Background: an optimization exercise with open tools, aiming at a short achievable clock period and few clock cycles. Do not read the settings as production practice.
Where RTL was checked, it was by simulation tests only, not by an equivalence proof against the original.
The RTL of runs 7 and 8 was laid out without a check of its function.
Power and IR drop assume default switching activity.

==> flow/design.v (outline; a module is shown in full before it is edited, if it fits) <==
// module x2: 3 lines
// module mj3: 3 lines
// module mul_pipe: 3523 lines
// module gcell: 4 lines
// module gcell_g: 3 lines
// module kx2: 3 lines
// module ks_add32: 302 lines
// module MIPS_Pipe: 252 lines
// module dff_r: 9 lines
// module dff: 7 lines
// module beq_cmp: 16 lines
// module eq32: 3 lines
// module late_sel: 7 lines
// module fwd3: 7 lines
// module fwd_slice: 13 lines
// module stall_calc: 13 lines
// module inc4: 16 lines
// module and2m: 3 lines
module MIPS_Pipe (
    input  clk, reset,
    input  [31:0] imem_rdata,
    input  [31:0] dmem_rdata,
    output [31:0] imem_addr,
    output [31:0] dmem_addr,
    output [31:0] dmem_wdata,
    output dmem_we
);
  // ...
==> flow/flow/run.sh <==
#!/bin/bash
set -euo pipefail
MARGIN=$(cat flow/setup_margin)
bash standard.sh SETUP_SLACK_MARGIN="$MARGIN" finish > flow_make.log 2>&1
==> flow/flow/setup_margin <==
8.5
==> flow/standard.sh <==
#!/bin/bash
# synth_recipe.tcl (not shown) runs the flow's synth.tcl, then flattens the netlist and writes it again
# the make line also repeats each setting of config.mk as NAME=value (left out here)
make -C /OpenROAD-flow-scripts/flow DESIGN_CONFIG=/design/flow/config.mk WORK_HOME=/design/flow/orfs CLKGATE_MAP_FILE= SYNTH_SCRIPT=/design/flow/synth_recipe.tcl "${@:-finish}"
==> flow/config.mk <==
export PLATFORM = sky130hd
export DESIGN_NAME = MIPS_Pipe
export DESIGN_NICKNAME = MIPS_Pipe
export VERILOG_FILES = /design/flow/design.v
export SDC_FILE = /design/flow/constraint.sdc
export NUM_CORES = 8
export LEC_CHECK = 0
export CAP_MARGIN = 20
export CORE_MARGIN = 2
export CORE_UTILIZATION = 50
export CTS_CLUSTER_DIAMETER = 60
export CTS_CLUSTER_SIZE = 20
export SLEW_MARGIN = 20
export SYNTH_HIERARCHICAL = 1
==> flow/constraint.sdc <==
create_clock -name core_clock -period 12.0 [get_ports {clk}]
set_input_delay 2.4000 -clock core_clock [delete_from_list [all_inputs] [get_ports {clk}]]
set_output_delay 2.4000 -clock core_clock [all_outputs]
set_load 0.01 [all_outputs]
==> flow_summary.ini, run 1 <==
[setup_path]
cp-start-kind = input pin
crit_buf_inv = 2
crit_family = compound AO/OA/AOI/OAI gates
cp-endpoint = pc_out.q[27]$_DFF_P_
cp_slowest_stage_delay_ns = 0.28
path_cells = buf_8, nor4_4, nand3b_1, buf_6, nand2b_4, o221a_4, o21ai_0, a31oi_4, a21o_1, mux2_4, mux2_4

[layout]
multi_input_area_um2 = 62200
multi_input_area_share_pct = 46.1
top_register = rf
drive_above_1_share_pct = 30.8
multi_input_gates = 6355
sh_seq_area_pct = 41.8
inverters = 87

[grt]
use_met2_pct = 50.1
antenna_found_initial = 43
met3_usage_pct = 6.79

[route]
first_pass_iters = 7
viasPerCell = 6.30

[placed_design]
dp_slack_ns = 6.37

[pwr]
p_leak_nw = 58.2
netSwitchingFraction_pct = 31.9

[timing]
finalCritPeriodShare_pct = 31.8
finalSetupViolCount = 0

[min_path]
whs_path_depth = 0

[floorplanning]
die_h_um = 487

[status]
outcome = finished clean

[clock_tree]
cts_resized = 1157
clkSinkCount = 2083
clk_transition_reported_paths_ns = 0.08
Testbench counts, summed over its fixed seeds: cycles 115,533.
==> inputs of run 2 (changes only) <==
--- a/flow/config.mk
+++ b/flow/config.mk
@@ -8,5 +8,5 @@
 export CAP_MARGIN = 20
 export CORE_MARGIN = 2
-export CORE_UTILIZATION = 50
+export CORE_UTILIZATION = 42
 export CTS_CLUSTER_DIAMETER = 60
 export CTS_CLUSTER_SIZE = 20
==> flow_summary.ini, run 2 <==
[status]
outcome = finished clean

[pwr]
netSwitchingFraction_pct = 31.8
switchingPower_w = 0.00596
p_leak_nw = 58.2
p_comb_share_pct = 21.5
ir_drop_mv = 0.116
cellPowerDensity_nw_per_um2 = 138
pwr-share-clk_pct = 31.4
p_int_w = 0.0128
power_frac_seq_pct = 47.1

[placed_design]
place.gp.congestion = 0.959
dp_slack_ns = 6.18
portBuffers = 162
place_hpwl_um = 264000

[setup_path]
path_depth = 1
cp-endpoint = dmem_wdata[6]
crit_required_ns = 9.60
crit_family = flip-flops
worstReg2RegStart = pc_f[3]$_DFF_PN0_
path_cells = buf_6
path_class = reg -> out
arrival_ns = 1.42
crit_start = sd_m[6]$_DFF_P_
cp_slowest_stage_delay_ns = 0.44
r2r_slack_ns = 8.31
end_kind = output port
critPathSlowestCell = dfxtp_4
r2r-end = pc_f[16]$_DFF_PN0_
worstRegToRegCells = 13
crit_buf_inv = 1
critPathMaxFanout = 1
cp-start-kind = flip-flop

[grt]
grt_use_total_pct = 28.2
grt_pass1_vias = 77700
grt_max_degree = 80
grt-ovfl-total = 0
grt_pass1_wl_um = 572000
antenna_found_initial = 51

[timing]
grt_setup_unrepaired = true
fmax_ghz = 0.262
drv_slew = 0
finalClockSkew_ns = 0.0811
tns_ns = 0
finalWorstSetupSlack_ns = 8.18
fin_crit_ns = 3.82
finalCritPeriodShare_pct = 31.8
finalSetupViolCount = 0
hold_viol_final = 0
slew_headroom_pct = 25.1
worst_pin_slew_ns = 1.12

[layout]
multi_input_area_um2 = 62100
seqCellArea_um2 = 56400
layout_commonest_cell = xor2_1
nFillCells = 23800
top_register = rf
layout_common_cells = xor2_1, edfxtp_1, and2_1
reg_top3 = rf (992), btb_tgt (160), btb_tag (96)
areaGrowthSynthToFinish_pct = 16.4
drive_above_1_share_pct = 30.8
largest_reg_flops = 992
nets = 9385

[clock_tree]
htree_levels = 4
ctsRootBufferMaster = clkbuf_16
cts_max_path_buffers = 4
worst_skew_pair.late_latency_ns = 0.92
cts_tree = done
clkSinkCount = 2083
clk_transition_reported_paths_ns = 0.08
cts_hold_buf = 0
cts_buffers = 172

[floorplanning]
die_w_um = 531
rows = 193
core_um2 = 276000
ioPinCount = 163
die_h_um = 531
start_util_pct = 42.2
die-area_um2 = 282000

[job]
maxCapViolations = 0

[synthesis]
syn_inst = 8952
synth_area_per_cell_um2 = 13.0
yosys_warnings = 11
syn_area_um2 = 117000

[min_path]
min_path_type = reg -> reg
whs_path_depth = 0

[route]
wl_um = 413000
viasPerCell = 5.97
drc = 0
num_vias = 78400
drt_iter0_markers = 8456
antenna_left = 0
wl_per_cell_um = 31.4
first_pass_iters = 7
## run 2: changes by cell type in the layout (fill, tap and decap cells not counted), moves of 11 or more
cell     change
buf_2       -13
buf_4       +29
dfxtp_1     -22
dfxtp_2     +17
mux2i_1     +12
o21ai_2     -23
xor2_1      +11
xor2_2      -12
## run 2: final cells by class
type | instances | area share [%]
well taps | 3705 | 3.41
repair buffers | 593 | 4.84
clock inverters | 94 | 0.841
repair inverters | 2 | 0.00921
inverters | 85 | 0.241
flip-flops and latches | 2083 | 41.5
clock buffers | 204 | 3.34
diodes | 16 | 0.0295
multi-input cells | 6358 | 45.7
## run 2: worst min-delay path by stage
stage	start	to	slack [ns]
2_1_floorplan	bpc_e[0]$_DFF_P_	upd_idx[0]$_DFF_P_	0.31
4_1_cts	bpc_e[2]$_DFF_P_	upd_idx[2]$_DFF_P_	0.34
3_5_place_dp	bpc_e[1]$_DFF_P_	upd_idx[1]$_DFF_P_	0.31
5_1_grt	bpc_e[2]$_DFF_P_	upd_idx[2]$_DFF_P_	0.35
6_report	bpc_e[2]$_DFF_P_	upd_idx[2]$_DFF_P_	0.33
3_3_place_gp	bpc_e[8]$_DFF_P_	upd_tag[4]$_DFF_P_	0.31
## run 2: through the flow
stage | instances | instance area [um^2] | power, W | hold slack [ns] | util (%)
floorplan | 8960 | 117000 | 0.0109 | 0.310 | -
global placement | 12600 | 123000 | 0.0124 | 0.314 | 44.4
detailed placement | 12600 | 123000 | 0.0124 | 0.312 | 44.4
CTS | 12900 | 132000 | 0.0185 | 0.338 | 47.6
global route | 13100 | 136000 | 0.0193 | 0.349 | 49.1
finish | 13100 | 136000 | 0.0188 | 0.334 | 49.1
## run 2: repair_timing
action / CTS / global route
pin swaps: 47 / 152
setup buffers: 70 / 159
hold endpoints to repair: 0 / 0
endpoints found under the setup margin: 550 / 480
resized for setup: 1146 / 473
gates cloned: 19 / 20
## run 2: metal layers
layer,track usage (%),share of wire [%],up-vias,routed length (um)
met4,12.3,5.2,12,21400
met2,44.9,46,3476,190000
li1,-,-,33700,-
met5,0,0.021,-,87
met1,38.2,41,40500,168000
met3,4.44,8.0,778,33100
## run 2: power groups by stage
stage / combinational (W) / clock (W) / sequential [W]
2_1_floorplan: 0.00234 / 0 / 0.00855
3_3_place_gp: 0.00340 / 0 / 0.00896
3_5_place_dp: 0.00342 / 0 / 0.00897
4_1_cts: 0.00373 / 0.00597 / 0.00882
5_1_grt: 0.00424 / 0.00621 / 0.00887
6_report: 0.00403 / 0.00589 / 0.00884
==> module MIPS_Pipe, before the edit <==
module MIPS_Pipe (
    input  clk, reset,
    input  [31:0] imem_rdata,
    input  [31:0] dmem_rdata,
    output [31:0] imem_addr,
    output [31:0] dmem_addr,
    output [31:0] dmem_wdata,
    output dmem_we
);
genvar k;
reg  [31:0] pc_f;
wire [31:0] pc_in;
wire [31:0] pc_in_o;
dff #(.W(32)) pc_out (.clk(clk), .d(pc_in_o), .q(imem_addr));
reg z, boot;
always @(posedge clk) z <= ~reset;
always @(posedge clk or negedge reset)
    if (!reset) boot <= 1'b1;
    else boot <= 1'b0;
wire fetch_ok = ~boot | z;
reg        btb_v   [0:15];
reg  [5:0] btb_tag [0:15];
reg  [9:0] btb_tgt [0:15];
reg        upd_v, upd_t;
reg  [3:0] upd_idx;
reg  [5:0] upd_tag;
reg  [9:0] upd_tgt;
wire [3:0]  f_idx  = pc_f[5:2];
wire        j_f    = (imem_rdata[31:26] == 6'b000010);
wire        f_hit  = btb_v[f_idx] & (btb_tag[f_idx] == pc_f[11:6]);
wire [31:0] pcp4_f;
inc4 inc_f (.a(pc_f), .y(pcp4_f));
wire [31:0] jt_f   = {pcp4_f[31:28], imem_rdata[25:0], 2'b00};
wire [9:0]  btgt_f = btb_tgt[f_idx];
wire [31:0] pred_f = j_f ? jt_f : f_hit ? {pc_f[31:12], btgt_f, 2'b00} : pcp4_f;
wire        predt_f = f_hit & ~j_f;
wire [29:0] immp1_f = {{14{imem_rdata[15]}}, imem_rdata[15:0]} + 30'd1;
wire [31:0] immx_f  = {immp1_f, 2'b00};
wire [5:0]  op_f  = imem_rdata[31:26];
wire [5:0]  fn_f  = imem_rdata[5:0];
wire is_r_f    = (op_f == 6'b000000);
wire is_addi_f = (op_f == 6'b001000);
wire is_lw_f   = (op_f == 6'b100011);
wire is_sw_f   = (op_f == 6'b101011);
wire is_beq_f  = (op_f == 6'b000100);
wire use_imm_f = is_addi_f | is_lw_f | is_sw_f;
wire [4:0] dst_f = is_r_f ? imem_rdata[15:11] : imem_rdata[20:16];
wire [18:0] dec_f = {
    is_r_f & (fn_f == 6'b011100),                        
    is_r_f & (fn_f == 6'b101010),                        
    is_r_f & (fn_f == 6'b100101),                        
    is_r_f & (fn_f == 6'b100100),                        
    is_r_f & (fn_f == 6'b100010),                        
    use_imm_f | (is_r_f & (fn_f == 6'b100000)),          
    dst_f,                                               
    (is_r_f | is_addi_f | is_lw_f) & (dst_f != 5'd0),    
    is_r_f | is_beq_f,                                   
    is_r_f | use_imm_f | is_beq_f,                       
    use_imm_f,                                           
    is_beq_f,                                            
    is_sw_f,                                             
    is_lw_f,                                             
    predt_f & ~is_beq_f                                  
};
reg         valid_d;
reg  [31:0] instr_d, pc_d;
reg  [18:0] dec_d;
reg   [9:0] btgt_d;
reg         predt_d;
reg  [31:0] immx_d;
wire [31:0] pcp4_d;
inc4 inc_d (.a(pc_d), .y(pcp4_d));
wire [4:0]  rs_d  = instr_d[25:21];
wire [4:0]  rt_d  = instr_d[20:16];
wire [31:0] imm_d = {{16{instr_d[15]}}, instr_d[15:0]};
wire mul_d     = dec_d[18];
wire slt_d     = dec_d[17];
wire or_d      = dec_d[16];
wire and_d     = dec_d[15];
wire sub_d     = dec_d[14];
wire add_d     = dec_d[13];
wire [4:0] dst_d = dec_d[12:8];
wire wr_d      = dec_d[7];
wire uses_rt_d = dec_d[6];
wire uses_rs_d = dec_d[5];
wire use_imm_d = dec_d[4];
wire is_beq_d  = dec_d[3];
wire is_sw_d   = dec_d[2];
wire is_lw_d   = dec_d[1];
wire fix_d     = dec_d[0];
reg        wr_e, lw_e, mul_e;
reg  [4:0] dst_e;
reg        wr_m, lw_m, mul_m;
reg  [4:0] dst_m;
reg        wr_w;
reg  [4:0] dst_w;
reg [31:0] res_m, res_w;
wire [31:0] mul_p;
wire [31:0] res_mc, res_wr;
wire [31:0] res_w_d = lw_m ? dmem_rdata : mul_m ? mul_p : res_m;
dff #(.W(32)) res_wr_u (.clk(clk), .d(res_w_d), .q(res_wr));
wire [31:0] wdata_w = res_wr;
reg [31:0] rf [1:31];
reg [31:1] rf_ok;
wire [31:0] rf_rs = (rs_d == 5'd0) ? 32'd0 :
                    (wr_w && dst_w == rs_d) ? wdata_w : (rf[rs_d] & {32{rf_ok[rs_d]}});
wire [31:0] rf_rt = (rt_d == 5'd0) ? 32'd0 :
                    (wr_w && dst_w == rt_d) ? wdata_w : (rf[rt_d] & {32{rf_ok[rt_d]}});
wire rs_e_hit = wr_e && dst_e == rs_d;
wire rt_e_hit = wr_e && dst_e == rt_d;
wire rs_m_hit = wr_m && dst_m == rs_d;
wire rt_m_hit = wr_m && dst_m == rt_d;
wire [2:0] stall_x;
generate for (k = 0; k < 3; k = k + 1) begin : stl
    stall_calc u (.valid(valid_d), .uses_rs(uses_rs_d), .uses_rt(uses_rt_d), .is_sw(is_sw_d),
        .rs(rs_d), .rt(rt_d), .wr_e(wr_e), .lw_e(lw_e), .mul_e(mul_e), .dst_e(dst_e),
        .stall(stall_x[k]));
end endgenerate
wire stall_pc = stall_x[0];
wire stall_dr = stall_x[1];
wire stall_d  = stall_x[2];
wire [31:0] bt_d;
wire bt_cout;
ks_add32 bt_add (.a(pc_d), .b(immx_d), .cin(1'b0), .s(bt_d), .cout(bt_cout));
wire redir_d  = valid_d & ~stall_d  & fix_d;
wire redir_pc = valid_d & ~stall_pc & fix_d;
wire hold_pc = stall_pc | ~fetch_ok | ~reset;
wire [31:0] pc_next_f = hold_pc ? pc_f : redir_pc ? pcp4_d : pred_f;
wire [3:0] sel_next = {rs_e_hit, ~rs_e_hit & rs_m_hit,
                       ~use_imm_d & rt_e_hit, ~use_imm_d & ~rt_e_hit & rt_m_hit};
reg  [31:0] opa_e, opb_e, sd_e, bt_e, pcp4_e;
reg   [9:0] btgt_e;
reg  [19:0] pch_e;
reg         fa_m_e, fa_w_e, fb_m_e, fb_w_e, fs_m_e, fs_w_e, fs_l_e;
reg         add_e, sub_e, and_e, or_e, slt_e, sw_e, beq_e, predt_e;
reg   [9:0] bpc_e;
wire [31:0] a_e, b_e, s_e;
generate for (k = 0; k < 4; k = k + 1) begin : fwd
    fwd_slice #(.W(8)) a (.clk(clk), .sm_d(sel_next[3]), .sw_d(sel_next[2]),
        .m(res_m[8*k+7:8*k]), .w(res_w[8*k+7:8*k]), .r(opa_e[8*k+7:8*k]), .y(a_e[8*k+7:8*k]));
    fwd_slice #(.W(8)) b (.clk(clk), .sm_d(sel_next[1]), .sw_d(sel_next[0]),
        .m(res_m[8*k+7:8*k]), .w(res_w[8*k+7:8*k]), .r(opb_e[8*k+7:8*k]), .y(b_e[8*k+7:8*k]));
end endgenerate
fwd3 fwd_s (.sm(fs_m_e), .sw(fs_w_e), .m(res_mc), .w(res_w), .r(sd_e),  .y(s_e));
wire [31:0] sum_e, diff_e;
wire        c_sum_e, c_diff_e;
ks_add32 add_u (.a(a_e), .b(b_e),  .cin(1'b0), .s(sum_e),  .cout(c_sum_e));
ks_add32 sub_u (.a(a_e), .b(~b_e), .cin(1'b1), .s(diff_e), .cout(c_diff_e));
wire        lt_e   = ~c_diff_e;    
wire [31:0] alu_e  = ({32{add_e}} & sum_e) | ({32{sub_e}} & diff_e) |
                     ({32{and_e}} & (a_e & b_e)) | ({32{or_e}} & (a_e | b_e)) |
                     {31'd0, slt_e & lt_e};
wire taken_e;
beq_cmp cmp_u (.res_m(res_mc), .res_w(res_w), .opa(opa_e), .opb(opb_e),
               .fa_m(fa_m_e), .fa_w(fa_w_e), .fb_m(fb_m_e), .fb_w(fb_w_e),
               .taken(taken_e));
wire tmatch_e = (pch_e == bt_e[31:12]) & (btgt_e == bt_e[11:2]);
wire redir_t = beq_e & ~(predt_e & tmatch_e);    
wire redir_n = beq_e & predt_e;                  
wire [31:0] pc_t = redir_t ? bt_e   : pc_next_f;
wire [31:0] pc_n = redir_n ? pcp4_e : pc_next_f;
wire vd = stall_d ? valid_d : ~redir_d;
wire b0 = stall_d | ~valid_d;
wire valid_d_next, bubble_d;
late_sel #(.W(34)) tsel_u (.s(taken_e),
    .x1({pc_t, ~redir_t & vd, redir_t | b0}),
    .x0({pc_n, ~redir_n & vd, redir_n | b0}),
    .y({pc_in, valid_d_next, bubble_d}));
late_sel #(.W(32)) tsel_o (.s(taken_e), .x1(pc_t), .x0(pc_n), .y(pc_in_o));
mul_pipe mul_u (.clk(clk), .res_m(res_mc), .res_w(res_w),
                .opa(opa_e), .opb(opb_e), .sel_d(sel_next), .p(mul_p));
reg  [31:0] sd_m;
reg         we_m;
dff #(.W(32)) addr_out (.clk(clk), .d(alu_e), .q(dmem_addr));
dff #(.W(32)) res_mc_u (.clk(clk), .d(alu_e),   .q(res_mc));
assign dmem_wdata = sd_m;
assign dmem_we    = we_m;
integer i;
always @(posedge clk or negedge reset) begin
    if (!reset) begin
        pc_f <= 32'd0;
        valid_d <= 1'b0;
        predt_d <= 1'b0;
        wr_e <= 1'b0; lw_e <= 1'b0; mul_e <= 1'b0; dst_e <= 5'd0;
        sw_e <= 1'b0; beq_e <= 1'b0; predt_e <= 1'b0;
        wr_m <= 1'b0; lw_m <= 1'b0; mul_m <= 1'b0; dst_m <= 5'd0; we_m <= 1'b0;
        wr_w <= 1'b0; dst_w <= 5'd0;
        for (i = 0; i < 16; i = i + 1) btb_v[i] <= 1'b0;
        upd_v <= 1'b0;
        rf_ok <= 31'd0;
    end else begin
        pc_f    <= pc_in;
        valid_d <= valid_d_next & fetch_ok;
        if (!stall_dr) predt_d <= predt_f;
        wr_e  <= wr_d & ~bubble_d;
        lw_e  <= is_lw_d & ~bubble_d;
        mul_e <= mul_d & ~bubble_d;
        sw_e  <= is_sw_d & ~bubble_d;
        beq_e <= is_beq_d & ~bubble_d;
        dst_e <= dst_d;
        predt_e <= predt_d;
        wr_m  <= wr_e;
        lw_m  <= lw_e;
        mul_m <= mul_e;
        dst_m <= dst_e;
        we_m  <= sw_e;
        wr_w  <= wr_m;
        dst_w <= dst_m;
        if (wr_w) rf_ok[dst_w] <= 1'b1;
        upd_v  <= redir_n | (beq_e & taken_e);
        if (upd_v) btb_v[upd_idx] <= upd_t;
    end
end
always @(posedge clk) begin
    if (!stall_dr) begin
        instr_d <= imem_rdata;
        dec_d   <= dec_f;
        pc_d    <= pc_f;
        btgt_d  <= btgt_f;
        immx_d  <= immx_f;
    end
    add_e <= add_d;
    sub_e <= sub_d;
    and_e <= and_d;
    or_e  <= or_d;
    slt_e <= slt_d;
    {fa_m_e, fa_w_e, fb_m_e, fb_w_e} <= sel_next;
    fs_m_e <= rt_e_hit & ~lw_e;
    fs_w_e <= ~rt_e_hit & rt_m_hit;
    fs_l_e <= rt_e_hit & lw_e;
    opa_e  <= rf_rs;
    opb_e  <= use_imm_d ? imm_d : rf_rt;
    sd_e   <= rf_rt;
    bt_e   <= bt_d;
    pcp4_e <= pcp4_d;
    btgt_e <= btgt_d;
    pch_e  <= pc_d[31:12];
    bpc_e  <= pc_d[11:2];
    res_m  <= alu_e;
    if (wr_w) rf[dst_w] <= wdata_w;
    sd_m   <= fs_l_e ? dmem_rdata : s_e;
    res_w  <= res_w_d;
    upd_idx  <= bpc_e[3:0];
    upd_tag  <= bpc_e[9:4];
    upd_tgt  <= bt_e[11:2];
    upd_t    <= taken_e;
    if (upd_v) begin
        btb_tag[upd_idx] <= upd_tag;
        btb_tgt[upd_idx] <= upd_tgt;
    end
end
endmodule
==> inputs of run 3 (changes only) <==
--- a/flow/design.v
+++ b/flow/design.v
@@ -3874,5 +3874,5 @@
 wire [31:0] jt_f   = {pcp4_f[31:28], imem_rdata[25:0], 2'b00};
 wire [9:0]  btgt_f = btb_tgt[f_idx];
-wire [31:0] pred_f = j_f ? jt_f : f_hit ? {pc_f[31:12], btgt_f, 2'b00} : pcp4_f;
+wire [31:0] pred_f = f_hit ? {pc_f[31:12], btgt_f, 2'b00} : pcp4_f;
 wire        predt_f = f_hit & ~j_f;
 wire [29:0] immp1_f = {{14{imem_rdata[15]}}, imem_rdata[15:0]} + 30'd1;
@@ -3999,6 +3999,10 @@
 wire redir_t = beq_e & ~(predt_e & tmatch_e);    
 wire redir_n = beq_e & predt_e;                  
-wire [31:0] pc_t = redir_t ? bt_e   : pc_next_f;
-wire [31:0] pc_n = redir_n ? pcp4_e : pc_next_f;
+wire [31:0] pc_t0 = redir_t ? bt_e   : pc_next_f;
+wire [31:0] pc_n0 = redir_n ? pcp4_e : pc_next_f;
+wire j_ok = j_f & ~hold_pc & ~redir_pc;
+wire [31:0] pc_t, pc_n;
+late_sel #(.W(32)) jsel_t (.s(j_ok & ~redir_t), .x1(jt_f), .x0(pc_t0), .y(pc_t));
+late_sel #(.W(32)) jsel_n (.s(j_ok & ~redir_n), .x1(jt_f), .x0(pc_n0), .y(pc_n));
 wire vd = stall_d ? valid_d : ~redir_d;
 wire b0 = stall_d | ~valid_d;
--- a/flow/config.mk
+++ b/flow/config.mk
@@ -8,5 +8,5 @@
 export CAP_MARGIN = 20
 export CORE_MARGIN = 2
-export CORE_UTILIZATION = 42
+export CORE_UTILIZATION = 35
 export CTS_CLUSTER_DIAMETER = 60
 export CTS_CLUSTER_SIZE = 20
==> flow_summary.ini, run 3 <==
[status]
outcome = finished clean

[setup_path]
crit_family = flip-flops
cp-start-kind = flip-flop
critPathSlowestCell = dfrtp_2
path_cells = buf_6
cp_slowest_stage_delay_ns = 0.48
crit_required_ns = 9.60
arrival_ns = 1.59
end_kind = output port
path_class = reg -> out
critPathMaxFanout = 1
crit_buf_inv = 1

[route]
drc = 0
viasPerCell = 5.73
antenna_left = 0
wl_per_cell_um = 30.0
wl_um = 424000
drt-met1-wl_um = 164000
dr_wl_met2_um = 199000
first_pass_iters = 8
num_vias = 80800
highest-signal-layer = met5
wl_met3_um = 33500
drt_iter0_markers = 8796

[pwr]
ir_drop_mv = 0.132
p_leak_nw = 59.2
cellPowerDensity_nw_per_um2 = 138

[min_path]
min_path_type = reg -> reg

[grt]
grt_pass1_vias = 79700
grt-ovfl-total = 0
grt_max_degree = 95
grt_pass1_wl_um = 588000
antenna_found_initial = 65
grt_use_total_pct = 23.8

[synthesis]
synth_area_per_cell_um2 = 12.9
syn_area_um2 = 118000
yosys_warnings = 11
syn_inst = 9116

[floorplanning]
die_w_um = 584
ioPinCount = 163
core_um2 = 336000
die_h_um = 584
die-area_um2 = 341000
start_util_pct = 35.1
rows = 213

[timing]
finalSetupViolCount = 0
fmax_ghz = 0.251
finalCritPeriodShare_pct = 33.3
finalClockSkew_ns = 0.138
slew_headroom_pct = 23.2
worst_pin_slew_ns = 1.14
hold_viol_final = 0
drv_slew = 0
grt_setup_unrepaired = true
tns_ns = 0
finalWorstSetupSlack_ns = 8.01
fin_crit_ns = 3.99

[clock_tree]
htree_levels = 4
cts_buffers = 177
clk_transition_reported_paths_ns = 0.09
cts_max_path_buffers = 4
ctsRootBufferMaster = clkbuf_16
clkSinkCount = 2083
worst_skew_pair.late_latency_ns = 0.96
cts_tree = done

[placed_design]
place_hpwl_um = 270000
dp_slack_ns = 6.04
portBuffers = 162
place.gp.congestion = 0.931

[layout]
areaGrowthSynthToFinish_pct = 17.1
nFillCells = 30900
layout_commonest_cell = xor2_1
drive_above_1_share_pct = 29.9
reg_top3 = rf (992), btb_tgt (160), btb_tag (96)
top_register = rf
largest_reg_flops = 992
layout_common_cells = xor2_1, edfxtp_1, and2_1
nets = 9593

[job]
maxCapViolations = 0
[run 3: final cells by class]
type	count	area [um^2]	area share (%)
clock buffer	207	4730	3.42
multi-input combinational	6523	62600	45.3
clock inverter	117	1260	0.917
antenna	41	103	0.0744
sequential	2083	56400	40.9
timing repair inverter	2	12.5	0.00907
timing repair buffer	641	7110	5.15
inverter	75	285	0.207
tap	4407	5510	4.00
[run 3: worst paths after layout]
kind / end / cells past startpoint / from / slack (ns)
setup / recovery: dmem_we / 1 / we_m$_DFF_PN0_ / 8.01
hold / removal: btgt_e[4]$_DFF_P_ / 0 / btgt_d[4]$_DFFE_PN_ / 0.33
setup reg to reg: pc_f[7]$_DFF_PN0_ / 15 / pc_f[3]$_DFF_PN0_ / 8.21
hold reg to reg: btgt_e[4]$_DFF_P_ / 0 / btgt_d[4]$_DFFE_PN_ / 0.33
max in group asynchronous: dst_w[3]$_DFF_PN0_ / 3 / reset / 9.11
min in group asynchronous: pc_f[4]$_DFF_PN0_ / 2 / reset / 1.51
[run 3: repair_timing]
item,CTS,global route
hold buffers,0,0
gates resized for setup,1039,410
pin swaps,94,150
setup buffers,117,150
setup endpoints to repair,536,452
gates cloned,27,22
[run 3: power breakdown]
group	internal [W]	switching [W]	total [W]
sequential	0.00813	0.000675	0.00881
combinational	0.00187	0.00226	0.00414
clock	0.00307	0.00305	0.00612
total	0.0131	0.00598	0.0191
[run 3: metal layers]
layer,GRT usage (%),up-vias
li1,-,34400
met1,30.2,41400
met2,38.9,3952
met3,3.62,986
met4,13.1,18
met5,0,-
[run 3: per-stage QoR]
| step | instance area, um^2 | utilization, % | total power [W] | cells | hold WS, ns |
|---|---|---|---|---|---|
| floorplan | 118000 | - | 0.0111 | 9128 | 0.310 |
| global placement | 125000 | 37.1 | 0.0125 | 13400 | 0.315 |
| detailed placement | 125000 | 37.1 | 0.0125 | 13400 | 0.315 |
| CTS | 134000 | 40.0 | 0.0189 | 13900 | 0.330 |
| global route | 138000 | 41.1 | 0.0196 | 14100 | 0.328 |
| finish | 138000 | 41.1 | 0.0191 | 14100 | 0.327 |
Testbench counts of run 3, summed over its fixed seeds: cycles 115,533.
==> inputs of run 4 (changes only) <==
--- a/flow/config.mk
+++ b/flow/config.mk
@@ -8,5 +8,5 @@
 export CAP_MARGIN = 20
 export CORE_MARGIN = 2
-export CORE_UTILIZATION = 35
+export CORE_UTILIZATION = 42
 export CTS_CLUSTER_DIAMETER = 60
 export CTS_CLUSTER_SIZE = 20
==> flow_summary.ini, run 4 <==
[clock_tree]
cts_hold_buf = 0
clkSinkCount = 2083
worst_skew_pair.late_latency_ns = 0.92
cts_max_path_buffers = 4
cts_tree = done
cts_buffers = 170
ctsRootBufferMaster = clkbuf_16
htree_levels = 4
clk_transition_reported_paths_ns = 0.09

[floorplanning]
die_h_um = 534
core_um2 = 279000
ioPinCount = 163
start_util_pct = 42.2
die_w_um = 534
rows = 194
die-area_um2 = 285000

[pwr]
p_leak_nw = 58.9
ir_drop_mv = 0.130
total_power_w = 0.0190
cellPowerDensity_nw_per_um2 = 140

[placed_design]
portBuffers = 162
placed_cells_incl_taps = 12700
place.gp.congestion = 0.940
place_hpwl_um = 265000

[layout]
layoutNonFillerInstCount = 13400
largest_reg_flops = 992
areaGrowthSynthToFinish_pct = 15.8
reg_top3 = rf (992), btb_tgt (160), btb_tag (96)
layout_commonest_cell = xor2_1
drive_above_1_share_pct = 29.5
nets = 9561
layout_common_cells = xor2_1, edfxtp_1, and2_1
top_register = rf

[route]
first_pass_iters = 6
viasPerCell = 6.00
drc = 0
num_vias = 80100
wl_um = 416000
antenna_left = 0
drt_iter0_markers = 8600
wl_per_cell_um = 31.2

[grt]
met1_usage_pct = 35.3
grt_use_total_pct = 28.1
grt-ovfl-total = 0
grt_busiest_layer = met2
grt_max_degree = 70
met3_usage_pct = 4.72
grt_pass1_wl_um = 579000
grt_pass1_vias = 79300
use_met2_pct = 46.5
antenna_found_initial = 40

[setup_path]
cp-start-kind = flip-flop
crit_start = we_m$_DFF_PN0_
path_cells = buf_6
path_class = reg -> out
crit_buf_inv = 1
cp_slowest_stage_delay_ns = 0.49
critPathSlowestCell = dfrtp_2
end_kind = output port
crit_required_ns = 9.60
worstReg2RegStart = pc_f[3]$_DFF_PN0_
arrival_ns = 1.57
critPathMaxFanout = 1
crit_family = flip-flops

[timing]
drv_slew = 0
slew_headroom_pct = 21.9
whs_ns = 0.333
worst_pin_slew_ns = 1.17
grt_setup_unrepaired = true
hold_viol_final = 0
finalCritPeriodShare_pct = 33.1
finalClockSkew_ns = 0.0876
fmax_ghz = 0.252
finalSetupViolCount = 0
fin_crit_ns = 3.97
tns_ns = 0

[synthesis]
synth_area_per_cell_um2 = 12.9
syn_area_um2 = 118000
yosys_warnings = 11
syn_inst = 9116

[status]
outcome = finished clean

[min_path]
min-delay-start = bpc_e[4]$_DFF_P_
min_path_type = reg -> reg

[job]
maxCapViolations = 0
run 4: cell count changes in the layout (fill, tap and decap cells not counted), sizes merged, moves of 3 or more:
cell / previous run / this run
clkbuf: 229 / 224
diode: 41 / 15
o21ai: 287 / 283
bufbuf: 14 / 9
bufinv: 5 / 11
clkinv: 48 / 36
inv: 128 / 123
clkinvlp: 13 / 10
buf: 542 / 538
dlygate4sd2: 9 / 3
run 4: stage by stage:
step | setup WS (ns) | utilization, % | cell area (um^2)
3_3_place_gp | 6.20 | 44.4 | 124000
5_1_grt | 8.01 | 48.9 | 136000
3_5_place_dp | 6.18 | 44.4 | 124000
2_1_floorplan | 7.86 | - | 118000
4_1_cts | 8.01 | 47.7 | 133000
6_report | 8.03 | 48.9 | 136000
run 4: timing repair:
action,4_1_cts,5_1_grt
cloned,17,16
pin swaps,63,144
endpoints found under the setup margin,490,389
setup buffers,100,142
resized for setup,1084,391
run 4: report_power, final:
| group | total [W] | internal, W | switching, W |
|---|---|---|---|
| clock network | 0.00611 | 0.00314 | 0.00297 |
| registers | 0.00880 | 0.00813 | 0.000675 |
| logic | 0.00412 | 0.00188 | 0.00224 |
| total | 0.0190 | 0.0131 | 0.00589 |
run 4: worst paths after layout:
path,slack [ns],depth (start not counted),to
max,8.03,1,dmem_we
min,0.33,0,upd_tag[0]$_DFF_P_
max reg2reg,8.38,15,pc_out.q[26]$_DFF_P_
min reg2reg,0.33,0,upd_tag[0]$_DFF_P_
max in group asynchronous,9.39,2,dst_w[2]$_DFF_PN0_
min in group asynchronous,1.28,1,we_m$_DFF_PN0_
run 4: final cells by class:
| cell class | instances | area [um^2] |
|---|---|---|
| antenna | 15 | 37.5 |
| clock buffer | 207 | 4670 |
| clock inverter | 105 | 1350 |
| fill | 24200 | 143000 |
| inverter | 75 | 285 |
| multi-input combinational | 6517 | 62300 |
| sequential | 2083 | 56400 |
| tap | 3724 | 4660 |
| timing repair buffer | 624 | 6720 |
run 4: layer usage:
| metal | up-vias | wire (um) | part of all wire (%) |
|---|---|---|---|
| li1 | 34200 | - | - |
| met1 | 41100 | 160000 | 38 |
| met2 | 3760 | 198000 | 47 |
| met3 | 1016 | 32300 | 7.8 |
| met4 | 16 | 26200 | 6.3 |
| met5 | - | 126 | 0.030 |
==> inputs of run 5 (changes only) <==
==> flow/flow/run.sh (replaced) <==
#!/bin/bash
set -euo pipefail
MARGIN=$(cat flow/setup_margin)
RES=orfs/results/${FLOW_PLATFORM}/MIPS_Pipe/base
bash standard.sh SETUP_SLACK_MARGIN="$MARGIN" 3_3_place_gp > flow_make_place.log 2>&1
openroad -no_init -exit -threads "${NUM_CORES:-8}" flow/move_out_regs.tcl > flow_move_out_regs.log 2>&1
bash standard.sh SETUP_SLACK_MARGIN="$MARGIN" > flow_make_rest.log 2>&1
==> flow/flow/move_out_regs.tcl (new file) <==
# Move each flip-flop that drives an output port's buffer next to that buffer.
set odb orfs/results/$::env(FLOW_PLATFORM)/MIPS_Pipe/base/3_3_place_gp.odb
read_db $odb
set block [ord::get_db_block]
set core [$block getCoreArea]
set cx [expr {([$core xMin] + [$core xMax]) / 2}]
set cy [expr {([$core yMin] + [$core yMax]) / 2}]
set moved 0
foreach bt [$block getBTerms] {
  if {[$bt getIoType] ne "OUTPUT"} { continue }
  set net [$bt getNet]
  set buf ""
  foreach it [$net getITerms] { if {[$it isOutputSignal]} { set buf [$it getInst] } }
  if {$buf eq ""} { continue }
  set innet ""
  foreach it [$buf getITerms] { if {[$it isInputSignal]} { set innet [$it getNet] } }
  if {$innet eq ""} { continue }
  set ff ""
  set nload 0
  foreach it [$innet getITerms] {
    if {[$it isOutputSignal]} { set ff [$it getInst] } else { incr nload }
  }
  if {$ff eq "" || $nload != 1} { continue }
  if {![string match "*df*" [[$ff getMaster] getName]]} { continue }
  set loc [$buf getLocation]
  set x [lindex $loc 0]
  set y [lindex $loc 1]
  # a few microns from the buffer, towards the core centre
  set dx [expr {$cx > $x ? 3000 : -3000}]
  set dy [expr {$cy > $y ? 3000 : -3000}]
  $ff setLocation [expr {$x + $dx}] [expr {$y + $dy}]
  $ff setPlacementStatus PLACED
  incr moved
  puts "moved [$ff getName] next to [$buf getName] for [$bt getName]"
}
puts "moved $moved flip-flops"
write_db $odb
--- a/flow/config.mk
+++ b/flow/config.mk
@@ -8,5 +8,5 @@
 export CAP_MARGIN = 20
 export CORE_MARGIN = 2
-export CORE_UTILIZATION = 42
+export CORE_UTILIZATION = 50
 export CTS_CLUSTER_DIAMETER = 60
 export CTS_CLUSTER_SIZE = 20
==> flow_summary.ini, run 5 <==
[timing]
grt_setup_unrepaired = true
drv_slew = 0
finalSetupViolCount = 0
worst_pin_slew_ns = 1.17
fin_crit_ns = 3.80
finalCritPeriodShare_pct = 31.6
whs_ns = 0.332
fmax_ghz = 0.264
slew_headroom_pct = 21.3
tns_ns = 0
hold_viol_final = 0
finalClockSkew_ns = 0.0726

[synthesis]
syn_area_um2 = 118000
synth_area_per_cell_um2 = 12.9
syn_inst = 9116
yosys_warnings = 11

[placed_design]
place.gp.congestion = 1.00
place_hpwl_um = 270000
placed_cells_incl_taps = 12200
portBuffers = 162

[clock_tree]
worst_skew_pair.late_latency_ns = 0.89
cts_buffers = 166
ctsRootBufferMaster = clkbuf_16
clk_transition_reported_paths_ns = 0.08
clkSinkCount = 2083
cts_max_path_buffers = 3
cts_tree = done
htree_levels = 4

[route]
drt_iter0_markers = 9490
wl_um = 411000
num_vias = 79700
drc = 0
first_pass_iters = 6
antenna_left = 0
wl_per_cell_um = 32.3
viasPerCell = 6.26

[job]
maxCapViolations = 0

[setup_path]
worstReg2RegStart = pc_f[3]$_DFF_PN0_
path_class = reg -> out
crit_buf_inv = 1
cp_slowest_stage_delay_ns = 0.38
critPathMaxFanout = 1
arrival_ns = 1.40
critPathSlowestCell = dfrtp_1
end_kind = output port
worstRegToRegCells = 14
r2r-end = pc_out.q[30]$_DFF_P_
crit_family = flip-flops
cp-start-kind = flip-flop
crit_required_ns = 9.60
r2r_slack_ns = 8.23
path_cells = buf_2

[grt]
antenna_found_initial = 48
grt_pass1_vias = 78500
grt_pass1_wl_um = 574000
grt-ovfl-total = 0
grt_use_total_pct = 33.6
grt_max_degree = 118

[floorplanning]
core_um2 = 235000
die_w_um = 489
rows = 178
ioPinCount = 163
start_util_pct = 50.2
die-area_um2 = 240000
die_h_um = 489

[layout]
reg_top3 = rf (992), btb_tgt (160), btb_tag (96)
top_register = rf
nFillCells = 18900
fin_util_pct = 57.7
nets = 9526
drive_above_1_share_pct = 29.3
layout_commonest_cell = xor2_1
largest_reg_flops = 992
layout_common_cells = xor2_1, edfxtp_1, and2_1
layoutNonFillerInstCount = 12700
areaGrowthSynthToFinish_pct = 14.9

[pwr]
total_power_w = 0.0190
cellPowerDensity_nw_per_um2 = 141
ir_drop_mv = 0.164
p_leak_nw = 58.7

[min_path]
min-delay-start = bpc_e[3]$_DFF_P_
min_path_type = reg -> reg
whs_path_depth = 0
min_to = upd_idx[3]$_DFF_P_

[status]
outcome = finished clean
-- run 5: cell count changes in the layout (fill, tap and decap cells not counted), moves of 16 or more --
cell,before,now
buf_4,315,284
buf_2,23,49
dfxtp_4,115,80
dfxtp_2,131,150
mux2i_4,15,34
buf_6,119,96
dfxtp_1,376,392
mux2i_1,311,280
xor2_1,1368,1394
xor2_2,89,67
-- run 5: timing repair --
item	4_1_cts	5_1_grt
endpoints found under the setup margin	639	436
gates cloned	23	12
buffers inserted	96	119
hold buffers	0	0
resized for setup	1032	424
pin swaps	71	156
-- run 5: routing by layer --
metal | vias up | track usage, % | routed length (um)
met2 | 3840 | 52.3 | 188000
li1 | 34200 | - | -
met4 | 24 | 13.9 | 19500
met5 | - | 0 | 149
met1 | 40800 | 45.9 | 166000
met3 | 826 | 6.93 | 38300
-- run 5: worst max-delay path by stage --
| stage | slack (ns) | start | endpoint | cells after the start |
|---|---|---|---|---|
| 2_1_floorplan | 7.86 | reset | pc_f[0]$_DFF_PN0_ | 11 |
| 3_3_place_gp | 5.93 | reset | pc_f[31]$_DFF_PN0_ | 8 |
| 3_5_place_dp | 5.78 | reset | pc_out.q[29]$_DFF_P_ | 8 |
| 4_1_cts | 8.15 | we_m$_DFF_PN0_ | dmem_we | 1 |
| 5_1_grt | 8.14 | pc_f[3]$_DFF_PN0_ | pc_out.q[21]$_DFF_P_ | 13 |
| 6_report | 8.20 | we_m$_DFF_PN0_ | dmem_we | 1 |
-- run 5: layout make-up --
| class | count | area (um^2) | share of cell area (%) |
|---|---|---|---|
| antenna | 9 | 22.5 | 0.0166 |
| clock buffer | 200 | 4400 | 3.25 |
| clock inverter | 105 | 1530 | 1.13 |
| inverter | 75 | 289 | 0.213 |
| multi-input combinational | 6519 | 62600 | 46.3 |
| sequential | 2083 | 56300 | 41.6 |
| tap | 3150 | 3940 | 2.91 |
| timing repair buffer | 590 | 6280 | 4.64 |
| timing repair inverter | 1 | 7.51 | 0.00554 |
-- run 5: report_power, final --
group | total (W) | internal (W) | switching (W)
Clock | 0.00600 | 0.00303 | 0.00297
Sequential | 0.00875 | 0.00812 | 0.000634
Combinational | 0.00428 | 0.00186 | 0.00243
Total | 0.0190 | 0.0130 | 0.00603
-- run 5: per-stage QoR --
step	cell area [um^2]	worst slack, ns
5_1_grt	135000	8.14
3_3_place_gp	123000	5.93
3_5_place_dp	123000	5.78
4_1_cts	132000	8.15
2_1_floorplan	118000	7.86
6_report	135000	8.20
==> inputs of run 6 (changes only) <==
--- a/flow/config.mk
+++ b/flow/config.mk
@@ -8,5 +8,5 @@
 export CAP_MARGIN = 20
 export CORE_MARGIN = 2
-export CORE_UTILIZATION = 50
+export CORE_UTILIZATION = 42
 export CTS_CLUSTER_DIAMETER = 60
 export CTS_CLUSTER_SIZE = 20
==> flow_summary.ini, run 6 <==
[clock_tree]
clk_transition_reported_paths_ns = 0.08
ctsRootBufferMaster = clkbuf_16
cts_tree = done
clkSinkCount = 2083
htree_levels = 4
cts_buffers = 174
worst_skew_pair.late_latency_ns = 0.93
cts_max_path_buffers = 4
cts_hold_buf = 0

[grt]
antenna_found_initial = 45
grt_pass1_wl_um = 580000
grt_max_degree = 70
grt-ovfl-total = 0
grt_pass1_vias = 79500
grt_use_total_pct = 28.1

[floorplanning]
die_w_um = 534
die-area_um2 = 285000
core_um2 = 279000
start_util_pct = 42.2
rows = 194
die_h_um = 534
ioPinCount = 163

[timing]
grt_setup_unrepaired = true
tns_ns = 0
hold_viol_final = 0
drv_slew = 0
fmax_ghz = 0.261
fin_crit_ns = 3.84
worst_pin_slew_ns = 1.13
finalSetupViolCount = 0
slew_headroom_pct = 24.6
finalClockSkew_ns = 0.0949
finalCritPeriodShare_pct = 32.0

[layout]
drive_above_1_share_pct = 29.2
top_register = rf
nets = 9546
fin_util_pct = 48.8
layout_common_cells = xor2_1, edfxtp_1, and2_1
largest_reg_flops = 992
reg_top3 = rf (992), btb_tgt (160), btb_tag (96)
areaGrowthSynthToFinish_pct = 15.7
layout_commonest_cell = xor2_1

[route]
first_pass_iters = 8
num_vias = 79800
wl_um = 417000
antenna_left = 0
wl_per_cell_um = 31.2
drc = 0
drt_iter0_markers = 8924
viasPerCell = 5.98

[placed_design]
place_hpwl_um = 266000
portBuffers = 162
place.gp.congestion = 0.940

[pwr]
netSwitchingFraction_pct = 31.4
p_comb_share_pct = 21.6
switchingPower_w = 0.00598
pwr-share-clk_pct = 32.5
ir_drop_mv = 0.143
cellPowerDensity_nw_per_um2 = 140
power_frac_seq_pct = 45.9
p_int_w = 0.0131
p_leak_nw = 58.9

[setup_path]
crit_buf_inv = 1
end_kind = output port
critPathMaxFanout = 1
cp_slowest_stage_delay_ns = 0.38
crit_family = flip-flops
path_cells = buf_2
cp-start-kind = flip-flop
arrival_ns = 1.44
path_class = reg -> out
crit_required_ns = 9.60
critPathSlowestCell = dfrtp_1

[synthesis]
yosys_warnings = 11
syn_area_um2 = 118000
synth_area_per_cell_um2 = 12.9
syn_inst = 9116

[min_path]
min_path_type = reg -> reg

[status]
outcome = finished clean

[job]
maxCapViolations = 0
-- run 6: area by class of cell --
cell class,count,area (um^2)
Fill cell,24200,143000
Multi-Input combinational cell,6517,62400
Sequential cell,2083,56300
Timing Repair Buffer,605,6440
Clock buffer,212,4680
Tap cell,3724,4660
Clock inverter,111,1450
Inverter,75,285
Antenna cell,19,47.5
-- run 6: repair_timing --
item / in CTS / in global routing
endpoints found under the setup margin: 481 / 365
buffers inserted: 99 / 122
resized for setup: 967 / 424
pin swaps: 40 / 150
gates cloned: 18 / 17
-- run 6: final timing paths --
kind                       slack [ns]         startpoint                   end  cells after the start
min                              0.29   bpc_e[4]$_DFF_P_    upd_tag[0]$_DFF_P_                      0
max reg2reg                      8.31  pc_f[4]$_DFF_PN0_  pc_out.q[19]$_DFF_P_                     13
max in group asynchronous        9.43              reset    dst_w[2]$_DFF_PN0_                      2
max                              8.16     we_m$_DFF_PN0_               dmem_we                      1
min in group asynchronous        1.30              reset     pc_f[3]$_DFF_PN0_                      1
min reg2reg                      0.29   bpc_e[4]$_DFF_P_    upd_tag[0]$_DFF_P_                      0
-- run 6: per-layer routing --
metal	GRT usage (%)	routed length, um
met5	0	140
met4	14.7	25600
met3	4.65	32700
met2	46.8	199000
met1	35.2	159000
-- run 6: worst register-to-register path: stages, from the launching register on --
cell and delay, ns:
dfrtp_1 0.46, buf_12 0.20, and2_1 0.27, a22oi_1 0.28
and3_1 0.20, o211ai_1 0.11, or4_4 0.66, a21oi_4 0.29
buf_12 0.15, clkbuf_16 0.14, o211ai_1 0.08, o2bb2ai_1 0.18
mux2_4 0.28, mux2_4 0.31
-- run 6: power groups by stage --
stage / registers (W) / clock network [W] / logic (W)
detailed placement: 0.00892 / 0 / 0.00362
CTS: 0.00874 / 0.00628 / 0.00389
global route: 0.00878 / 0.00654 / 0.00434
floorplan: 0.00857 / 0 / 0.00250
global placement: 0.00896 / 0 / 0.00354
finish: 0.00874 / 0.00619 / 0.00413
-- run 6: stage by stage --
stage | cells | cell area (um^2) | setup WS [ns] | total power [W] | hold slack, ns
finish | 13300 | 136000 | 8.16 | 0.0191 | 0.294
global route | 13300 | 136000 | 8.11 | 0.0197 | 0.306
CTS | 13200 | 133000 | 8.12 | 0.0189 | 0.305
detailed placement | 12700 | 124000 | 6.02 | 0.0125 | 0.312
global placement | 12700 | 124000 | 6.20 | 0.0125 | 0.313
floorplan | 9128 | 118000 | 7.86 | 0.0111 | 0.310
==> inputs of run 7 (changes only) <==
--- a/flow/design.v
+++ b/flow/design.v
@@ -3930,5 +3930,5 @@
 wire is_lw_d   = dec_d[1];
 wire fix_d     = dec_d[0];
-reg        wr_e, lw_e, mul_e;
+reg        wr_e, lw_e, mul_e, sw_e;
 reg  [4:0] dst_e;
 reg        wr_m, lw_m, mul_m;
@@ -3948,4 +3948,7 @@
 wire [31:0] rf_rt = (rt_d == 5'd0) ? 32'd0 :
                     (wr_w && dst_w == rt_d) ? wdata_w : (rf[rt_d] & {32{rf_ok[rt_d]}});
+wire [4:0] rs_f = imem_rdata[25:21];
+wire [9:0] base10_f = (rs_f == 5'd0) ? 10'd0 :
+                      (wr_w && dst_w == rs_f) ? wdata_w[9:0] : (rf[rs_f][9:0] & {10{rf_ok[rs_f]}});
 wire rs_e_hit = wr_e && dst_e == rs_d;
 wire rt_e_hit = wr_e && dst_e == rt_d;
@@ -3968,4 +3971,11 @@
 wire hold_pc = stall_pc | ~fetch_ok | ~reset;
 wire [31:0] pc_next_f = hold_pc ? pc_f : redir_pc ? pcp4_d : pred_f;
+reg  [9:0] base10_d;
+reg        el_e;
+wire rs_w_hit  = wr_w && dst_w == rs_d;
+wire [9:0] base10 = (rs_d == 5'd0) ? 10'd0 : rs_m_hit ? res_m[9:0] :
+                    rs_w_hit ? res_w[9:0] : base10_d;
+wire [9:0] addr10_d = base10 + instr_d[9:0];
+wire el_d = valid_d & is_lw_d & ~rs_e_hit & ~(rs_m_hit & (lw_m | mul_m)) & ~sw_e & ~lw_e;
 wire [3:0] sel_next = {rs_e_hit, ~rs_e_hit & rs_m_hit,
                        ~use_imm_d & rt_e_hit, ~use_imm_d & ~rt_e_hit & rt_m_hit};
@@ -3974,5 +3984,5 @@
 reg  [19:0] pch_e;
 reg         fa_m_e, fa_w_e, fb_m_e, fb_w_e, fs_m_e, fs_w_e, fs_l_e;
-reg         add_e, sub_e, and_e, or_e, slt_e, sw_e, beq_e, predt_e;
+reg         add_e, sub_e, and_e, or_e, slt_e, beq_e, predt_e;
 reg   [9:0] bpc_e;
 wire [31:0] a_e, b_e, s_e;
@@ -3991,5 +4001,5 @@
 wire [31:0] alu_e  = ({32{add_e}} & sum_e) | ({32{sub_e}} & diff_e) |
                      ({32{and_e}} & (a_e & b_e)) | ({32{or_e}} & (a_e | b_e)) |
-                     {31'd0, slt_e & lt_e};
+                     {31'd0, slt_e & lt_e} | ({32{el_e}} & dmem_rdata);
 wire taken_e;
 beq_cmp cmp_u (.res_m(res_mc), .res_w(res_w), .opa(opa_e), .opb(opb_e),
@@ -4017,5 +4027,5 @@
 reg  [31:0] sd_m;
 reg         we_m;
-dff #(.W(32)) addr_out (.clk(clk), .d(alu_e), .q(dmem_addr));
+dff #(.W(32)) addr_out (.clk(clk), .d(el_d ? {22'd0, addr10_d} : alu_e), .q(dmem_addr));
 dff #(.W(32)) res_mc_u (.clk(clk), .d(alu_e),   .q(res_mc));
 assign dmem_wdata = sd_m;
@@ -4027,5 +4037,5 @@
         valid_d <= 1'b0;
         predt_d <= 1'b0;
-        wr_e <= 1'b0; lw_e <= 1'b0; mul_e <= 1'b0; dst_e <= 5'd0;
+        wr_e <= 1'b0; lw_e <= 1'b0; mul_e <= 1'b0; dst_e <= 5'd0; el_e <= 1'b0;
         sw_e <= 1'b0; beq_e <= 1'b0; predt_e <= 1'b0;
         wr_m <= 1'b0; lw_m <= 1'b0; mul_m <= 1'b0; dst_m <= 5'd0; we_m <= 1'b0;
@@ -4039,5 +4049,6 @@
         if (!stall_dr) predt_d <= predt_f;
         wr_e  <= wr_d & ~bubble_d;
-        lw_e  <= is_lw_d & ~bubble_d;
+        lw_e  <= is_lw_d & ~el_d & ~bubble_d;
+        el_e  <= el_d & ~bubble_d;
         mul_e <= mul_d & ~bubble_d;
         sw_e  <= is_sw_d & ~bubble_d;
@@ -4058,4 +4069,6 @@
 end
 always @(posedge clk) begin
+    if (!stall_dr) base10_d <= base10_f;
+    else if (rs_w_hit) base10_d <= wdata_w[9:0];
     if (!stall_dr) begin
         instr_d <= imem_rdata;
@@ -4065,5 +4078,5 @@
         immx_d  <= immx_f;
     end
-    add_e <= add_d;
+    add_e <= add_d & ~el_d;
     sub_e <= sub_d;
     and_e <= and_d;
==> flow_summary.ini, run 7 <==
[status]
outcome = finished clean

[min_path]
whs_path_depth = 0
min_path_type = reg -> reg
min_to = upd_tag[5]$_DFF_P_
min-delay-start = bpc_e[9]$_DFF_P_

[layout]
largest_reg_flops = 992
multi_input_area_um2 = 67600
reg_top3 = rf (992), btb_tgt (160), btb_tag (96)
areaGrowthSynthToFinish_pct = 17.6
layout_commonest_cell = edfxtp_1
nets = 9986
nFillCells = 24600
layoutNonFillerInstCount = 13800
layout_common_cells = edfxtp_1, xor2_1, and2_1
seqCellArea_um2 = 56600
drive_above_1_share_pct = 32.8
top_register = rf

[synthesis]
synth_area_per_cell_um2 = 12.9
syn_area_um2 = 122000
syn_inst = 9399
yosys_warnings = 11

[clock_tree]
cts_tree = done
cts_buffers = 174
clkSinkCount = 2094
worst_skew_pair.late_latency_ns = 0.93
clk_transition_reported_paths_ns = 0.09
htree_levels = 4
ctsRootBufferMaster = clkbuf_16
cts_max_path_buffers = 4

[pwr]
p_leak_nw = 61.9
ir_drop_mv = 0.132
cellPowerDensity_nw_per_um2 = 136

[floorplanning]
ioPinCount = 163
die-area_um2 = 294000
core_um2 = 288000
die_h_um = 542
die_w_um = 542
rows = 197
start_util_pct = 42.2

[timing]
finalClockSkew_ns = 0.124
finalCritPeriodShare_pct = 32.9
grt_setup_unrepaired = true
worst_pin_slew_ns = 1.04
slew_headroom_pct = 30.3
finalSetupViolCount = 0
fin_crit_ns = 3.95
drv_slew = 0
fmax_ghz = 0.253
hold_viol_final = 0
tns_ns = 0
finalWorstSetupSlack_ns = 8.05

[grt]
grt_max_degree = 120
grt_pass1_wl_um = 616000
grt-ovfl-total = 0
antenna_found_initial = 40
grt_pass1_vias = 82300
grt_use_total_pct = 29.2

[route]
num_vias = 84700
wl_um = 446000
wl_per_cell_um = 32.3
antenna_left = 0
first_pass_iters = 8
drt_iter0_markers = 11300
viasPerCell = 6.14
drc = 0

[placed_design]
place_hpwl_um = 285000
placed_cells_incl_taps = 13100
place.gp.congestion = 1.00
dp_slack_ns = 5.72
portBuffers = 162

[setup_path]
end_kind = flip-flop
cp_common_cell = mux4_2
crit_buf_inv = 3
path_class = in -> reg
arrival_ns = 4.62
worstReg2RegStart = instr_d[24]$_DFFE_PN_
r2r-end = addr_out.q[8]$_DFF_P_
critPathSlowestCell = mux4_2
cp-start-kind = input pin
path_cells = buf_16, clkinvlp_4, ha_4, mux4_2, mux4_2, mux2i_4, or4_4, buf_12, o21ai_2
worstRegToRegCells = 17
r2r_slack_ns = 8.15
crit_family = multiplexers
cp_slowest_stage_delay_ns = 0.53
crit_required_ns = 12.67
crit_start = imem_rdata[21]
critPathMaxFanout = 5

[job]
maxCapViolations = 0
==> run 7: cell count changes in the layout (fill, tap and decap cells not counted), sizes merged, moves of 31 or more <==
cell | before | now
a21oi | 138 | 180
a2bb2oi | 0 | 32
buf | 515 | 684
mux4 | 653 | 754
nand2 | 378 | 287
nand3 | 37 | 96
nor2 | 186 | 260
nor2b | 14 | 45
o21ai | 283 | 323
o31ai | 64 | 3
==> run 7: power by group <==
group | internal (W) | switching, W
logic | 0.00203 | 0.00255
clock network | 0.00304 | 0.00298
registers | 0.00820 | 0.000707
==> run 7: worst max-delay path by stage <==
stage,to,slack (ns),cells past startpoint
after detailed placement,pc_out.q[25]$_DFF_P_,5.72,8
after floorplan,base10_d[5]$_DFFE_PP_,7.35,14
final,base10_d[7]$_DFFE_PP_,8.05,9
after global routing,base10_d[8]$_DFFE_PP_,7.98,12
after CTS,base10_d[7]$_DFFE_PP_,8.12,9
after global placement,pc_f[29]$_DFF_PN0_,5.89,8
==> run 7: timing repair <==
action / in CTS / in global routing
gates resized for setup: 1253 / 515
hold buffers: 0 / 0
endpoints found under the setup margin: 554 / 458
pin swaps: 154 / 248
cloned: 27 / 23
setup buffers: 192 / 194
hold endpoints to repair: 0 / 0
==> run 7: through the flow <==
| step | util [%] | hold slack, ns | power (W) | instance area [um^2] |
|---|---|---|---|---|
| floorplan | - | 0.310 | 0.0112 | 122000 |
| global placement | 44.3 | 0.315 | 0.0128 | 128000 |
| detailed placement | 44.3 | 0.312 | 0.0129 | 128000 |
| CTS | 48.1 | 0.334 | 0.0192 | 138000 |
| global route | 49.6 | 0.334 | 0.0201 | 143000 |
| finish | 49.6 | 0.329 | 0.0195 | 143000 |
==> run 7: cell type report <==
cell class / count / share of cell area, %
inverter: 62 / 0.178
clock inverter: 104 / 0.877
multi-input combinational: 6781 / 47.2
clock buffer: 194 / 3.16
timing repair buffer: 772 / 5.63
sequential: 2094 / 39.6
tap: 3781 / 3.31
antenna: 17 / 0.0297
==> run 7: worst register-to-register path, stage by stage (launching register included) <==
cell      delay [ns]
edfxtp_1        0.50
buf_4           0.20
xor2_2          0.18
nor4_4          0.17
and3_4          0.26
buf_6           0.10
mux2i_1         0.07
a211o_1         0.32
buf_4           0.14
fa_2            0.35
nor2b_1         0.11
o21ai_0         0.11
a21oi_1         0.21
o21ai_1         0.12
a21oi_2         0.17
o21ai_0         0.15
nor4bb_4        0.20
nor3_4          0.33
==> run 7: routing by layer <==
| layer | share of wire, % | GRT usage [%] |
|---|---|---|
| met1 | 40 | 39.9 |
| met2 | 45 | 45.2 |
| met3 | 10 | 6.10 |
| met4 | 5.0 | 12.3 |
| met5 | 0.023 | 0 |
==> inputs of run 8 (changes only) <==
--- a/flow/design.v
+++ b/flow/design.v
@@ -3949,6 +3949,5 @@
                     (wr_w && dst_w == rt_d) ? wdata_w : (rf[rt_d] & {32{rf_ok[rt_d]}});
 wire [4:0] rs_f = imem_rdata[25:21];
-wire [9:0] base10_f = (rs_f == 5'd0) ? 10'd0 :
-                      (wr_w && dst_w == rs_f) ? wdata_w[9:0] : (rf[rs_f][9:0] & {10{rf_ok[rs_f]}});
+wire [9:0] base10_f = rf[rs_f][9:0] & {10{rf_ok[rs_f]}};
 wire rs_e_hit = wr_e && dst_e == rs_d;
 wire rt_e_hit = wr_e && dst_e == rt_d;
@@ -3973,8 +3972,16 @@
 reg  [9:0] base10_d;
 reg        el_e;
+reg        wl_v;
+reg  [4:0] wl_dst;
+reg  [9:0] wl_val;
 wire rs_w_hit  = wr_w && dst_w == rs_d;
-wire [9:0] base10 = (rs_d == 5'd0) ? 10'd0 : rs_m_hit ? res_m[9:0] :
-                    rs_w_hit ? res_w[9:0] : base10_d;
-wire [9:0] addr10_d = base10 + instr_d[9:0];
+wire rs_l_hit  = wl_v && wl_dst == rs_d;
+wire [9:0] imm10 = instr_d[9:0];
+wire [9:0] a10_m = res_m[9:0] + imm10;
+wire [9:0] a10_w = res_w[9:0] + imm10;
+wire [9:0] a10_l = wl_val + imm10;
+wire [9:0] a10_r = base10_d + imm10;
+wire [9:0] addr10_d = (rs_d == 5'd0) ? imm10 : rs_m_hit ? a10_m :
+                      rs_w_hit ? a10_w : rs_l_hit ? a10_l : a10_r;
 wire el_d = valid_d & is_lw_d & ~rs_e_hit & ~(rs_m_hit & (lw_m | mul_m)) & ~sw_e & ~lw_e;
 wire [3:0] sel_next = {rs_e_hit, ~rs_e_hit & rs_m_hit,
@@ -4044,4 +4051,5 @@
         upd_v <= 1'b0;
         rf_ok <= 31'd0;
+        wl_v  <= 1'b0;
     end else begin
         pc_f    <= pc_in;
@@ -4064,4 +4072,5 @@
         dst_w <= dst_m;
         if (wr_w) rf_ok[dst_w] <= 1'b1;
+        wl_v  <= wr_w;
         upd_v  <= redir_n | (beq_e & taken_e);
         if (upd_v) btb_v[upd_idx] <= upd_t;
@@ -4069,6 +4078,7 @@
 end
 always @(posedge clk) begin
-    if (!stall_dr) base10_d <= base10_f;
-    else if (rs_w_hit) base10_d <= wdata_w[9:0];
+    base10_d <= stall_dr ? (rs_w_hit ? wdata_w[9:0] : rs_l_hit ? wl_val : base10_d) : base10_f;
+    wl_dst   <= dst_w;
+    wl_val   <= wdata_w[9:0];
     if (!stall_dr) begin
         instr_d <= imem_rdata;
==> flow_summary.ini, run 8 <==
[status]
outcome = finished clean

[layout]
top_register = rf
areaGrowthSynthToFinish_pct = 17.0
reg_top3 = rf (992), btb_tgt (160), btb_tag (96)
nets = 10200
largest_reg_flops = 992
layout_commonest_cell = edfxtp_1
drive_above_1_share_pct = 31.0
layout_common_cells = edfxtp_1, xor2_1, and2_1
fin_area_um2 = 144000

[pwr]
ir_drop_mv = 0.131
p_int_w = 0.0136
netSwitchingFraction_pct = 31.8
p_leak_nw = 60.9
cellPowerDensity_nw_per_um2 = 139
p_comb_share_pct = 24.1
switchingPower_w = 0.00634
pwr-share-clk_pct = 30.8
power_frac_seq_pct = 45.0
total_power_w = 0.0199

[timing]
finalClockSkew_ns = 0.106
hold_viol_final = 0
grt_setup_unrepaired = true
finalCritPeriodShare_pct = 34.9
tns_ns = 0
fin_crit_ns = 4.19
whs_ns = 0.335
worst_pin_slew_ns = 1.27
slew_headroom_pct = 14.2
fmax_ghz = 0.239
finalWorstSetupSlack_ns = 7.81
drv_slew = 0
finalSetupViolCount = 0

[route]
first_pass_iters = 11
antenna_left = 0
wl_per_cell_um = 32.3
num_vias = 86300
wl_um = 457000
viasPerCell = 6.10
drt_iter0_markers = 10100
drc = 0

[clock_tree]
cts_buffers = 177
htree_levels = 4
ctsRootBufferMaster = clkbuf_16
cts_tree = done
clkSinkCount = 2110
cts_max_path_buffers = 4
worst_skew_pair.late_latency_ns = 0.92
clk_transition_reported_paths_ns = 0.08

[placed_design]
place.gp.congestion = 0.961
dp_slack_ns = 5.74
place_hpwl_um = 296000
place_area_um2 = 129000
portBuffers = 162

[floorplanning]
die_h_um = 545
ioPinCount = 163
core_um2 = 291000
start_util_pct = 42.2
die_w_um = 545
rows = 198
die-area_um2 = 297000

[grt]
antenna_found_initial = 45
met3_usage_pct = 5.88
met1_usage_pct = 37.8
grt-ovfl-total = 0
grt_use_total_pct = 29.9
grt_pass1_wl_um = 634000
use_met2_pct = 49.1
grt_pass1_vias = 85500
grt_max_degree = 83
grt_busiest_layer = met2

[setup_path]
worstReg2RegStart = dst_w[4]$_DFF_PN0_
worstRegToRegCells = 18
crit_required_ns = 12.59
cp-endpoint = base10_d[3]$_DFFE_PP_
crit_start = imem_rdata[21]
end_kind = flip-flop
cp-start-kind = input pin
arrival_ns = 4.78
r2r-end = addr_out.q[8]$_DFF_P_
path_class = in -> reg
r2r_slack_ns = 8.04
critPathMaxFanout = 5

[synthesis]
yosys_warnings = 11
syn_area_um2 = 123000
syn_inst = 9686
synth_area_per_cell_um2 = 12.7

[job]
maxCapViolations = 0

[min_path]
min_path_type = reg -> reg
whs_path_depth = 0
min-delay-start = bpc_e[5]$_DFF_P_
-- run 8: changes by cell type in the layout (fill, tap and decap cells not counted), moves of 27 or more --
cell       previous run  this run
o22ai_1               1        28
or3_1                 6        39
a21o_1              523       496
a2bb2oi_1            32         0
o41ai_1               0        29
and2_4               41        12
inv_1                35        66
mux4_2              754       722
nand2_1             277       425
and2_1             1202      1232
o21bai_1              0        30
buf_4               424       380
nor2_1              212       169
-- run 8: worst min path at each step --
stage                     slack (ns)                 end
after floorplan                 0.31  upd_idx[0]$_DFF_P_
after global placement          0.31  upd_idx[3]$_DFF_P_
after detailed placement        0.32  upd_tag[4]$_DFF_P_
after CTS                       0.34  upd_idx[2]$_DFF_P_
after global routing            0.34  upd_idx[3]$_DFF_P_
final                           0.34  upd_tag[1]$_DFF_P_
-- run 8: metal layers --
| metal | up-vias | part of all wire, % |
|---|---|---|
| li1 | 36600 | - |
| met1 | 44100 | 38 |
| met2 | 4437 | 47 |
| met3 | 1111 | 8.9 |
| met4 | 20 | 5.5 |
| met5 | - | 0.030 |
-- run 8: power groups by stage --
stage	Sequential, W	Combinational (W)	Clock (W)
5_1_grt	0.00901	0.00505	0.00647
3_3_place_gp	0.00915	0.00411	0
4_1_cts	0.00895	0.00453	0.00620
6_report	0.00898	0.00481	0.00614
2_1_floorplan	0.00875	0.00284	0
3_5_place_dp	0.00912	0.00419	0
-- run 8: critical path, stage by stage --
cell,delay (ns)
buf_16,0.12
inv_8,0.05
ha_4,0.16
xor2_4,0.21
buf_12,0.13
mux4_2,0.54
a211oi_4,0.23
a311oi_2,0.09
nor3_2,0.29
a41oi_4,0.11
buf_12,0.23
a22o_1,0.20
-- run 8: through the flow --
stage          utilization, %  cells
2_1_floorplan               -   9698
4_1_cts                  47.9  13900
6_report                 49.4  14100
3_3_place_gp             44.4  13500
3_5_place_dp             44.4  13500
5_1_grt                  49.4  14100
-- run 8: what timing repair did --
| item | CTS | global route |
|---|---|---|
| setup buffers | 133 | 175 |
| cloned | 26 | 19 |
| hold buffers | 0 | 0 |
| pin swaps | 71 | 172 |
| endpoints found under the hold margin | 0 | 0 |
| endpoints found under the setup margin | 494 | 402 |
| gates resized for setup | 1157 | 524 |
-- run 8: cell type report --
cell class,instances,area [um^2]
Tap cell,3900,4880
Inverter,73,288
Multi-Input combinational cell,7011,67700
Antenna cell,22,55.1
Timing Repair Buffer,715,7870
Clock inverter,102,1300
Fill cell,25100,147000
Sequential cell,2110,57000
Clock buffer,206,4690

==> afterwards: timing with drivers on the ports <==
The flow's constraints put no driver on any port. The routed layouts listed below were extracted and timed again, unchanged, in two steps. Step 1 (the two cells are an assumption about what drives the block):
set clk [get_ports {clk}]
set_driving_cell -lib_cell sky130_fd_sc_hd__clkbuf_16 $clk
set_driving_cell -lib_cell sky130_fd_sc_hd__buf_2 [delete_from_list [all_inputs] $clk]
Step 2 also shifts input and output timing later by t, the mid clock arrival at the registers, as if the neighbouring blocks saw the same clock. a / b / c = ideal / step 1 / step 2; a / b = the first two.
run | t, ns | slack for setup (ns) | clock arrival spread, ns | slew at the worst register clock pin (ns) | cell pins on the clock port's net
run 1 | 0.914 | 8.188 / 8.141 / 7.321 | 0.089 / 0.089 | 0.09 / 0.09 | 1
run 2 | 0.971 | 8.182 / 8.078 / 7.370 | 0.102 / 0.102 | 0.09 / 0.09 | 1
run 3 | 1.005 | 8.009 / 7.899 / 7.345 | 0.148 / 0.148 | 0.09 / 0.09 | 1
run 4 | 0.977 | 8.026 / 7.933 / 7.319 | 0.095 / 0.095 | 0.09 / 0.09 | 1
run 5 | 0.943 | 8.205 / 8.115 / 7.275 | 0.083 / 0.084 | 0.09 / 0.09 | 1
run 6 | 0.983 | 8.162 / 8.063 / 7.367 | 0.098 / 0.098 | 0.09 / 0.09 | 1
run 7 | 0.961 | 8.049 / 7.856 / 6.895 | 0.134 / 0.134 | 0.09 / 0.09 | 1
run 8 | 0.962 | 7.814 / 7.709 / 6.747 | 0.108 / 0.107 | 0.09 / 0.09 | 1
After both steps every run listed still meets setup and hold. The setup slack of run 7, which loses most, moves by -0.193 ns with the drivers and by -1.154 ns with both steps.
